This design comes from an exercise in tuning for small area on the open sky130 flow, not from production work.
Only simulation tests tie the RTL to the original design; equivalence was not proved.
The clock port is modelled as an ideal driver; clocking choices that lean on that would not hold on a real chip.
Power is estimated from default activity; no workload was simulated.

`design/flow/flow/run.sh`:
```
#!/bin/bash
set -euo pipefail
HERE=$(pwd)
C=sky130_fd_sc_hd__clkbuf
export CTS_ARGS="-sink_clustering_enable -repair_clock_nets -dont_use_dummy_load -root_buf ${C}_16 -tree_buf ${C}_16 -sink_clustering_buffer ${C}_8 -buf_list {${C}_8 ${C}_16} -sink_clustering_size 20 -sink_clustering_max_diameter 60 -distance_between_buffers 100"
export POST_CTS_TCL="$HERE/flow/post_cts.tcl"
export FLOW_CLK_SLEW_LIM=0.09
bash standard.sh finish > "$HERE/flow_make.log" 2>&1
```
`design/flow/design.v`:
```
module CODES_aoi2(
	input  a0, b0, a1, b1,
	output y
);
assign y = ~((a0 & b0) | (a1 & b1));
endmodule
module CODES_aoi3(
	input  a0, b0, a1, b1, a2, b2,
	output y
);
assign y = ~((a0 & b0) | (a1 & b1) | (a2 & b2));
endmodule
module CODES_oai22(
	input  a1, a2, b1, b2,
	output y
);
assign y = ~((a1 | a2) & (b1 | b2));
endmodule
module CODES_ao22(
	input  t, n, k, q,
	output y
);
assign y = (t & n) | (k & q);
endmodule
module CODES_nand4(
	input  a, b, c, d,
	output y
);
assign y = ~(a & b & c & d);
endmodule
module CODES_nor2(
	input  a, b,
	output y
);
assign y = ~(a | b);
endmodule
module CODES_eq #(parameter W = 24) (
	input  [W-1:0] a,
	input  [W-1:0] an,
	input  [W-1:0] x,
	input  [W-1:0] xn,
	output [1:0]   eq        
);
wire [2*W-1:0] tp, tq;
genvar i;
generate
	for (i = 0; i < W; i = i + 1) begin : gt
		assign tp[2*i]   = a[i];
		assign tq[2*i]   = xn[i];
		assign tp[2*i+1] = an[i];
		assign tq[2*i+1] = x[i];
	end
endgenerate
wire [2*W/3-1:0] ok;
generate
	for (i = 0; i < 2*W/3; i = i + 1) begin : gg
		CODES_aoi3 u (.a0(tp[3*i]), .b0(tq[3*i]), .a1(tp[3*i+1]), .b1(tq[3*i+1]),
		              .a2(tp[3*i+2]), .b2(tq[3*i+2]), .y(ok[i]));
	end
endgenerate
wire [3:0] nk;
generate
	for (i = 0; i < 4; i = i + 1) begin : gn
		CODES_nand4 u (.a(ok[4*i]), .b(ok[4*i+1]), .c(ok[4*i+2]), .d(ok[4*i+3]), .y(nk[i]));
	end
endgenerate
CODES_nor2 u_lo (.a(nk[0]), .b(nk[1]), .y(eq[0]));
CODES_nor2 u_hi (.a(nk[2]), .b(nk[3]), .y(eq[1]));
endmodule
module CODES(
	input  clk,
	input  reset,
	input  enable,
	output available,
	input  [ADDR_WIDTH - 1:0] addr_in,
	input  [DATA_WIDTH - 1:0] data_in,
	input  [128:0] code,
	output genie_ovr,
	output [DATA_WIDTH - 1:0] genie_data
);
parameter ADDR_WIDTH   = 24;
parameter DATA_WIDTH   = 8;
localparam MAX_CODES   = 32;
localparam EW          = ADDR_WIDTH + 2*DATA_WIDTH + 1;    
wire [ADDR_WIDTH-1:0] code_addr = code[64+:ADDR_WIDTH];
wire [EW-1:0]         tbl  [MAX_CODES];    
wire [ADDR_WIDTH-1:0] tbln [MAX_CODES];    
wire [2*DATA_WIDTH:0] fld  [MAX_CODES];    
reg [5:0] count;
reg       code_change;
reg       zq;
assign available = |count;
wire [MAX_CODES-1:0] alloc_v;
genvar g;
generate
	for (g = 0; g < MAX_CODES; g = g + 1) begin : gv
		assign alloc_v[g] = (count > g);
	end
endgenerate
wire [ADDR_WIDTH-1:0] addr_in_n   = ~addr_in;
wire [ADDR_WIDTH-1:0] code_addr_n = ~code_addr;
wire [1:0] eqp_code [MAX_CODES];
wire [1:0] eqp_in   [MAX_CODES];
wire [MAX_CODES-1:0] eq_code, eq_in;
generate
	for (g = 0; g < MAX_CODES; g = g + 1) begin : gc
		wire [ADDR_WIDTH-1:0] ea  = tbl[g][2*DATA_WIDTH+:ADDR_WIDTH];
		wire [ADDR_WIDTH-1:0] ean = tbln[g];
		CODES_eq #(.W(ADDR_WIDTH)) u_dup (.a(ea), .an(ean), .x(code_addr), .xn(code_addr_n), .eq(eqp_code[g]));
		CODES_eq #(.W(ADDR_WIDTH)) u_lu  (.a(ea), .an(ean), .x(addr_in),   .xn(addr_in_n),   .eq(eqp_in[g]));
		assign eq_code[g] = &eqp_code[g];
		assign eq_in[g]   = &eqp_in[g];
	end
endgenerate
wire [MAX_CODES-1:0] dm = alloc_v & eq_code;
wire zhit      = (code_addr == 0) && !count[5];
wire found_dup = (|dm) || zhit;
wire load      = code[128] && !code_change;
wire alloc     = load && !found_dup && !count[5];
reg [MAX_CODES-1:0] we;
always_comb begin
	for (int x = 0; x < MAX_CODES; x = x + 1)
		we[x] = load && (dm[x] || (!found_dup && !count[5] && count[4:0] == x));
	we[MAX_CODES-1] = we[MAX_CODES-1] || (load && zhit);
end
localparam FW = 2*DATA_WIDTH + 1;    
wire [FW-1:0] code_fields = {code[96], code[32+:DATA_WIDTH], code[0+:DATA_WIDTH]};
generate
	for (g = 0; g < MAX_CODES; g = g + 1) begin : ge
		wire t = we[g];
		wire k = !we[g];
		reg  [ADDR_WIDTH-1:0] an;
		wire [ADDR_WIDTH-1:0] a = ~an;
		wire [ADDR_WIDTH-1:0] dn;
		genvar b;
		for (b = 0; b < ADDR_WIDTH; b = b + 1) begin : gb
			CODES_oai22 u (.a1(code_addr[b]), .a2(k), .b1(a[b]), .b2(t), .y(dn[b]));
		end
		always_ff @(posedge clk)
			an <= dn;
		reg  [FW-1:0] f;
		wire [FW-1:0] d;
		for (b = 0; b < FW; b = b + 1) begin : gf
			CODES_ao22 u (.t(t), .n(code_fields[b]), .k(k), .q(f[b]), .y(d[b]));
		end
		always_ff @(posedge clk)
			f <= d;
		assign tbl[g]  = {f[FW-1], a, f[FW-2:0]};
		assign tbln[g] = an;
		assign fld[g]  = f;
	end
endgenerate
always_ff @(posedge clk) begin
	if (reset) begin
		count       <= 0;
		code_change <= 0;
		zq          <= 0;
	end else begin
		code_change <= code[128];
		if (alloc) count <= count + 1'b1;
		if (load && zhit) zq <= 1;
	end
end
wire [MAX_CODES-1:0] lv = {alloc_v[MAX_CODES-1] | zq, alloc_v[MAX_CODES-2:0]};
wire [MAX_CODES-1:0] m  = lv & eq_in;
reg [FW-1:0] sel;
generate
	for (g = 0; g < FW; g = g + 1) begin : gs
		wire [MAX_CODES-1:0] dd;
		wire [10:0] nz;    
		genvar j;
		for (j = 0; j < MAX_CODES; j = j + 1) begin : gd
			assign dd[j] = fld[j][g];
		end
		for (j = 0; j < 10; j = j + 1) begin : gj
			CODES_aoi3 u (.a0(m[3*j]), .b0(dd[3*j]), .a1(m[3*j+1]), .b1(dd[3*j+1]),
			              .a2(m[3*j+2]), .b2(dd[3*j+2]), .y(nz[j]));
		end
		CODES_aoi2 u_last (.a0(m[30]), .b0(dd[30]), .a1(m[31]), .b1(dd[31]), .y(nz[10]));
		always_comb sel[g] = ~&nz;
	end
endgenerate
wire                  s_cf   = sel[FW-1];
wire [DATA_WIDTH-1:0] s_cmp  = sel[DATA_WIDTH+:DATA_WIDTH];
wire [DATA_WIDTH-1:0] s_data = sel[0+:DATA_WIDTH];
assign genie_ovr  = enable && (|m) && (!s_cf || s_cmp == data_in);
assign genie_data = s_data & {DATA_WIDTH{genie_ovr}};
endmodule
```
`design/flow/constraint.sdc`:
```
create_clock -name core_clock -period 10.0 [get_ports {clk}]
set_input_delay 2.0000 -clock core_clock [delete_from_list [all_inputs] [get_ports {clk}]]
set_output_delay 2.0000 -clock core_clock [all_outputs]
set_load 0.01 [all_outputs]
```
`design/flow/flow/post_cts.tcl`:
```
# Upsize clock buffers whose sinks see a slow clock edge, then re-legalise.
set_propagated_clock [all_clocks]
estimate_parasitics -placement
proc my_sink_slew {c} {
  set z [get_pins -of_objects $c -filter "direction==output"]
  set net [get_nets -of_objects $z]
  set mx 0
  foreach p [get_pins -of_objects $net -filter "direction==input"] {
    set s [get_property $p slew_max]
    if {$s > $mx} { set mx $s }
  }
  return $mx
}
set lim $::env(FLOW_CLK_SLEW_LIM)
for {set it 0} {$it < 4} {incr it} {
  set n 0
  foreach c [get_cells clkbuf_*] {
    if {[my_sink_slew $c] > $lim} {
      set r [get_property $c ref_name]
      if {$r == "sky130_fd_sc_hd__clkbuf_4"} {
        replace_cell $c sky130_fd_sc_hd__clkbuf_8; incr n
      } elseif {$r == "sky130_fd_sc_hd__clkbuf_8"} {
        replace_cell $c sky130_fd_sc_hd__clkbuf_16; incr n
      }
    }
  }
  estimate_parasitics -placement
  puts "post_cts: pass $it upsized $n clock buffers"
  if {$n == 0} break
}
detailed_placement
check_placement -verbose
estimate_parasitics -placement
set mx 0
foreach p [get_pins -hierarchical */CLK] {
  set s [get_property $p slew_max]
  if {$s > $mx} { set mx $s }
}
puts "post_cts: max flip-flop clock slew $mx"
```
`design/flow/config.mk`:
```
export PLATFORM = sky130hd
export DESIGN_NAME = CODES
export DESIGN_NICKNAME = CODES
export VERILOG_FILES = /design/flow/design.v
export SDC_FILE = /design/flow/constraint.sdc
export NUM_CORES = 4
export LEC_CHECK = 0
export CAP_MARGIN = 20
export CORE_MARGIN = 2
export CORE_UTILIZATION = 55
export SLEW_MARGIN = 20
export SYNTH_HIERARCHICAL = 1
```
`design/flow/standard.sh`:
```
#!/bin/bash
# synth_recipe.tcl (not shown) runs the flow's synth.tcl, then flattens the netlist and writes it again
# the make line also repeats each setting of config.mk as NAME=value (left out here)
make -C /OpenROAD-flow-scripts/flow DESIGN_CONFIG=/design/flow/config.mk WORK_HOME=/design/flow/orfs CLKGATE_MAP_FILE= SYNTH_SCRIPT=/design/flow/synth_recipe.tcl "${@:-finish}"
```
==> results.json <==
{
  "cp-end-kind": "primary output",
  "clk_pin_slew_worst_paths_ns": 0.07,
  "r2r_cells": 8,
  "min_from": "ge[17].f[13]",
  "fin_crit_sh_pct": 101,
  "cpMostUsedCell": "nand4_1",
  "r2r_slack_ns": 3.86,
  "hp-class": "flop to flop",
  "ys_seq_area_share_pct": 47.1,
  "ir_drop_v": 0.000136,
  "cp-start-kind": "input pin",
  "antenna_found_initial": 5,
  "rows": 117,
  "rsz0062_at_grt": "false",
  "port_buffers": 86,
  "fmax_ghz": 0.0994,
  "crit_path_start": "addr_in[15]",
  "slew_headroom_pct": 18.7,
  "pre_cts_ws_ns": 0.410,
  "start_util_pct": 55.3,
  "layout-drive-gt1-share_pct": 9.14,
  "max_cap_violations": 0,
  "fillers": 8658,
  "fp.dieH_um": 323,
  "via_per_inst": 8.31,
  "critical_path.cell_chain": "clkdlybuf4s50_1 > inv_1 > a222oi_1 > nand4_1 > nor2_1 > o211a_1 > buf_4 > a222oi_1 > nand4_1 > nor3_1 > xor2_1 > nand4_1 > o21ai_0 > o311ai_2 > a41oi_1 > clkdlybuf4s50_1",
  "min_to": "ge[17].f[13]",
  "grt_max_degree": 66,
  "globalplace.congestion": 1.05,
  "dp_hpwl_mm": 166,
  "worst-path-stages": 16,
  "period_needed_ns": 10.06,
  "die_w_um": 323,
  "core-area_um2": 101000,
  "grt_pass1_vias": 56200,
  "crit_slowest_cell": "o211a_1",
  "arrival_ns": 8.06,
  "so_faults": "negative setup slack",
  "rr_startpoint": "count[5]",
  "timing.rr.end": "ge[14].an[2]",
  "max_slew.worst_pin.slew_ns": 1.22,
  "layout.nets": 6127,
  "grt_pass1_wl_mm": 377,
  "leakage_uw": 0.0274,
  "overflow": 0,
  "synth_edf_count": 0,
  "critPathMaxFanout": 16,
  "synthesis.nets": 5668,
  "cts_tree": "yes",
  "ys_types": 58,
  "wire_per_inst_um": 36.3,
  "syn_area_um2": 56100,
  "die_area_um2": 104000,
  "fin_tns_setup_ns": -0.0691,
  "crit_family": "compound AO/OA/AOI/OAI gates",
  "grt_use_total_pct": 48.2,
  "drtIter0Drc": 15800,
  "crit_buf_inv": 4,
  "syn_to_final_growth_pct": 13.3,
  "finClkSkew_ns": 0.0891,
  "boundaryPins": 174,
  "drtPass1Iterations": 17,
  "hold_viol": 0,
  "avgSynthCellArea_um2": 10.2,
  "syn_inst": 5496,
  "yosys_warnings": 7,
  "num_vias": 60900,
  "finalWirelength_mm": 266,
  "status": "failed layout checks",
  "crit_type": "input pin to primary output",
  "cts_sinks": 1320,
  "clk_latency_ns": 0.79,
  "critPathMaxStageDelay_ns": 0.80,
  "drc_errors": 0,
  "setup_violations": 2,
  "ys_seq_elements": 1320,
  "synthFlopType": "dfxtp_1",
  "min_path_cells": 1,
  "required_ns": 8.00,
  "fin_ws_ns": -0.0639,
  "cellPowerDensity_nw_per_um2": 169,
  "postRouteAntennaNets": 0,
  "async_reset_ff_share_pct": 0,
  "drv_slew": 0
}
[flip-flops by register name, summed over array words and instances (netlist names)]
signal / count
count: 6
zq: 1
code_change: 1
ge.an: 768
ge.f: 544
[per-module statistics from Yosys, one instance, submodules excluded, a selection]
module       copies in the design  cell area, um^2  cells inside  flops+latches
CODES_nand4                   256             6.26             1              0
CODES_oai22                   768             6.26             1              0
CODES_aoi3                   1194             10.0             1              0
CODES                           1            32200          2589           1320
CODES_ao22                    544             8.76             1              0
CODES_aoi2                     17             12.5             1              0
CODES_nor2                    128             3.75             1              0
[cell families (layout without fill, tap and decap cells)]
kind of cell | Yosys count | after routing | synth area share, %
AO/OA/AOI/OAI | 2674 | 2674 | 40.8
XOR/XNOR | 8 | 8 | 0.125
adder cells (fa/ha/maj) | 8 | 8 | 0.179
buffers and inverters | 856 | 1313 | 5.77
flip-flops | 1320 | 1320 | 47.1
other | 0 | 1 | 0
AND/OR/NAND/NOR | 630 | 630 | 6.03
[final cells by class]
cell class	instances	area [um^2]	share of cell area (%)
Clock buffer	114	2210	3.48
Inverter	822	3090	4.86
Antenna cell	1	2.50	0.00394
Sequential cell	1320	26400	41.6
Multi-Input combinational cell	3320	27100	42.6
Tap cell	1368	1710	2.70
Timing Repair Buffer	377	2990	4.71
[cell usage after synthesis, types with 17 or more instances]
master | n | area [um^2]
dfxtp_1 | 1320 | 26400
a222oi_1 | 1194 | 12000
inv_1 | 821 | 3080
o22ai_1 | 772 | 4830
a22o_1 | 545 | 4770
nand4_1 | 301 | 1880
nor2_1 | 173 | 649
nand2_1 | 53 | 199
a21oi_1 | 31 | 155
nand3_1 | 22 | 110
clkbuf_1 | 21 | 78.8
o21ai_0 | 20 | 100
a22oi_2 | 17 | 213
[worst max path at each step]
| stage | end | slack, ns |
|---|---|---|
| 6_report | genie_data[5] | -0.06 |
| 5_1_grt | genie_data[5] | 0.03 |
| 3_5_place_dp | genie_data[5] | 0.41 |
| 3_3_place_gp | genie_data[5] | 0.39 |
| 2_1_floorplan | genie_data[0] | 2.77 |
[placed cells by master (no fill, tap or decap), drive strengths merged, types with 14 or more instances in the layout]
cell type / instances
clkdlybuf4s50: 56
o22ai: 772
nor3: 14
a21oi: 31
o21ai: 20
nand4: 301
nor2: 173
buf: 320
inv: 812
a22oi: 18
nand2: 53
clkbuf: 115
dfxtp: 1320
a22o: 545
nand3: 22
a222oi: 1194
[power breakdown]
part | switching [uW] | internal (uW) | total (uW)
clock | 1850 | 1520 | 3370
combinational | 919 | 548 | 1470
sequential | 248 | 5620 | 5870
[per-stage QoR]
stage               std cells  total power, uW  hold WS (ns)  utilization [%]  cell area (um^2)
floorplan                5496             6750         0.437                -             56100
global placement         7206             7310         0.450             60.4             61300
detailed placement       7206             7360         0.453             60.4             61300
global route             7321            11000         0.482             62.6             63500
finish                   7322            10700         0.472             62.6             63500
[routing by layer]
metal | GRT usage (%) | wire length, um | vias to the layer above
met5 | 0 | 55 | -
met4 | 33.1 | 21900 | 8
met3 | 16.6 | 44800 | 1103
met2 | 68.5 | 107000 | 5517
met1 | 61.2 | 91700 | 29100
li1 | - | - | 25200

[re-timing with driven ports]
No port has a modelled driver above. Below, the same layout with a new extraction and two added sets of constraints. Step 1 assumes that a clkbuf_16 drives the clock port and a buf_2 every other input. Step 2 adds t to the input delays and takes it off the output delays; t is the mean of the earliest and latest rising clock arrival at the registers after step 1. Input paths then give back, and output paths get back, about the clock's delay inside the block. a / b / c = ideal ports / drivers / drivers and shift; a / b = the first two.
t (ns): 0.820
setup slack, ns: -0.064 / -0.090 / -0.090
worst setup path after step 2: input to output
The setup slack of this run moves by -0.026 ns with the drivers and by -0.026 ns with both steps.
